This design comes from an exercise in tuning for small area on the open sky130 flow, not from production work. Only simulation tests tie the RTL to the original design; equivalence was not proved.

Design AES_Masked, start of the top module:
module AES_Masked (
  input               io_clk,
  input               io_reset,
  input               io_enable,
  input               io_pt1_valid,
  output              io_pt1_ready,
  input      [31:0]   io_pt1_payload,
  input               io_pt2_valid,
  output              io_pt2_ready,
  input      [31:0]   io_pt2_payload,
  input               io_key1_valid,
  output              io_key1_ready,
  input      [31:0]   io_key1_payload,
  input               io_key2_valid,
  output              io_key2_ready,
  input      [31:0]   io_key2_payload,
  input      [27:0]   io_m,
  output              io_ct1_valid,
  input               io_ct1_ready,
  output     [31:0]   io_ct1_payload,
  output              io_ct2_valid,
  input               io_ct2_ready,
  output     [31:0]   io_ct2_payload,
  output              io_done
);
export LEC_CHECK = 0
export CAP_MARGIN = 20
export CORE_MARGIN = 2
export CORE_UTILIZATION = 40
export SLEW_MARGIN = 20
create_clock -name core_clock -period 6.0 [get_ports {io_clk}]
standard.sh (not shown) runs the stock make flow with config.mk's settings and CLKGATE_MAP_FILE= SYNTH_SCRIPT=/design/flow/synth_recipe.tcl, a recipe that flattens the netlist after the stock synthesis.
==> flow/flow/run.sh <==
#!/bin/bash
# Layout flow: the standard ORFS flow (standard.sh) with three changes:
#  - synthesis is the standard flow's own script except that ABC maps for area
#    (flow/synth.tcl, flow/area.abc); registers are untouched,
#  - port buffers are the smallest buffer cell,
#  - a lighter clock tree (smaller buffers, no dummy loads).
# Each step's full output goes to the ORFS logs under orfs/logs/; make's own
# output goes to flow_make.log here.
set -euo pipefail
cd "$(dirname "$0")/.."
export MY_ABC_SCRIPT="$PWD/flow/area.abc"
bash standard.sh \
  "SYNTH_SCRIPT=$PWD/flow/synth.tcl" \
  "BUFFER_PORTS_ARGS=-buffer_cell sky130_fd_sc_hd__buf_1" \
  "CTS_ARGS=-sink_clustering_enable -repair_clock_nets -dont_use_dummy_load -buf_list {sky130_fd_sc_hd__clkbuf_8} -sink_clustering_size 20 -sink_clustering_max_diameter 50" \
  finish > flow_make.log 2>&1
==> flow/flow/area.abc <==
&get -n
&st
&dch
&nf -R 1000
&put
==> flow/flow/synth.tcl <==
# synth_recipe.tcl (the standard synthesis) with one change: ABC maps the
# combinational logic with an area-oriented script (flow/area.abc).
proc synth {args} { yosys synth -nofsm -noshare {*}$args }
proc abc {args} {
  set i [lsearch -exact $args -script]
  if { $i >= 0 } {
    set args [lreplace $args [expr {$i + 1}] [expr {$i + 1}] $::env(MY_ABC_SCRIPT)]
  }
  yosys abc {*}$args
}
source $::env(SCRIPTS_DIR)/synth.tcl
# left out here: clear keep_hierarchy, flatten, clean up, hide names made inside functions, write 1_2_yosys.v
The starting point finished clean.
Edit:
==> flow/flow/run.sh (replaced) <==
#!/bin/bash
# Layout flow: the standard ORFS flow (standard.sh) with smaller port
# buffers and a lighter clock tree. Each step's full output goes to the ORFS
# logs under orfs/logs/; make's own output goes to flow_make.log here.
set -euo pipefail
cd "$(dirname "$0")/.."
bash standard.sh \
  "BUFFER_PORTS_ARGS=-buffer_cell sky130_fd_sc_hd__buf_1" \
  "CTS_ARGS=-sink_clustering_enable -repair_clock_nets -dont_use_dummy_load -buf_list {sky130_fd_sc_hd__clkbuf_4 sky130_fd_sc_hd__clkbuf_8} -sink_clustering_size 20 -sink_clustering_max_diameter 60" \
  finish > flow_make.log 2>&1
removed: flow/flow/area.abc
removed: flow/flow/synth.tcl
Effect: Cell count goes up by 3.2%; via count goes up by 3.5%; final area increases by about 3%; core utilization goes down by 2.2 points; maximum frequency came out higher by about 11%; worst hold slack stays flat.
Edit:
==> flow/run.sh (new file) <==
#!/bin/bash
# synth_recipe.tcl (not shown) runs the flow's synth.tcl, then flattens the netlist and writes it again
# the make line also repeats each setting of config.mk as NAME=value (left out here)
make -C /OpenROAD-flow-scripts/flow DESIGN_CONFIG=/design/flow/config.mk WORK_HOME=/design/flow/orfs CLKGATE_MAP_FILE= SYNTH_SCRIPT=/design/flow/synth_recipe.tcl finish
removed: flow/flow/run.sh
removed: flow/standard.sh
After rerunning: Utilization grows by 4.1 points; routed wire length grows slightly; final area grows by roughly a tenth; first-iteration DRC count shrinks by a little under a tenth; worst setup slack loses 230 ps; critical path depth shrinks by 9; global-route usage grows by 0.47 points.

==> static timing again, ports no longer ideal <==
The flow's constraints put no driver on any port. The routed layouts listed below were extracted and timed again, unchanged, in two steps. Step 1 assumes that a clkbuf_16 drives the clock port and a buf_2 every other input. Step 2 moves the port delays by t, midway between the first and last clock arrival at a register: inputs arrive t later, outputs are due t later. That takes back most of the time a late clock gives input paths. a / b / c = no drivers / after step 1 / after step 2; a / b = the first two.
run | t (ns) | slack for setup (ns) | slew at the worst register clock pin (ns) | worst slew at a driven data input, ns
the first run | 0.744 | 1.241 / 1.189 / 1.241 | 0.10 / 0.10 | 0.10
the second run | 0.726 | 1.720 / 1.720 / 1.720 | 0.12 / 0.12 | 0.09
the third run | 0.676 | 1.488 / 1.428 / 1.569 | 0.06 / 0.06 | 0.07
After both steps setup and hold are still met in every run listed.
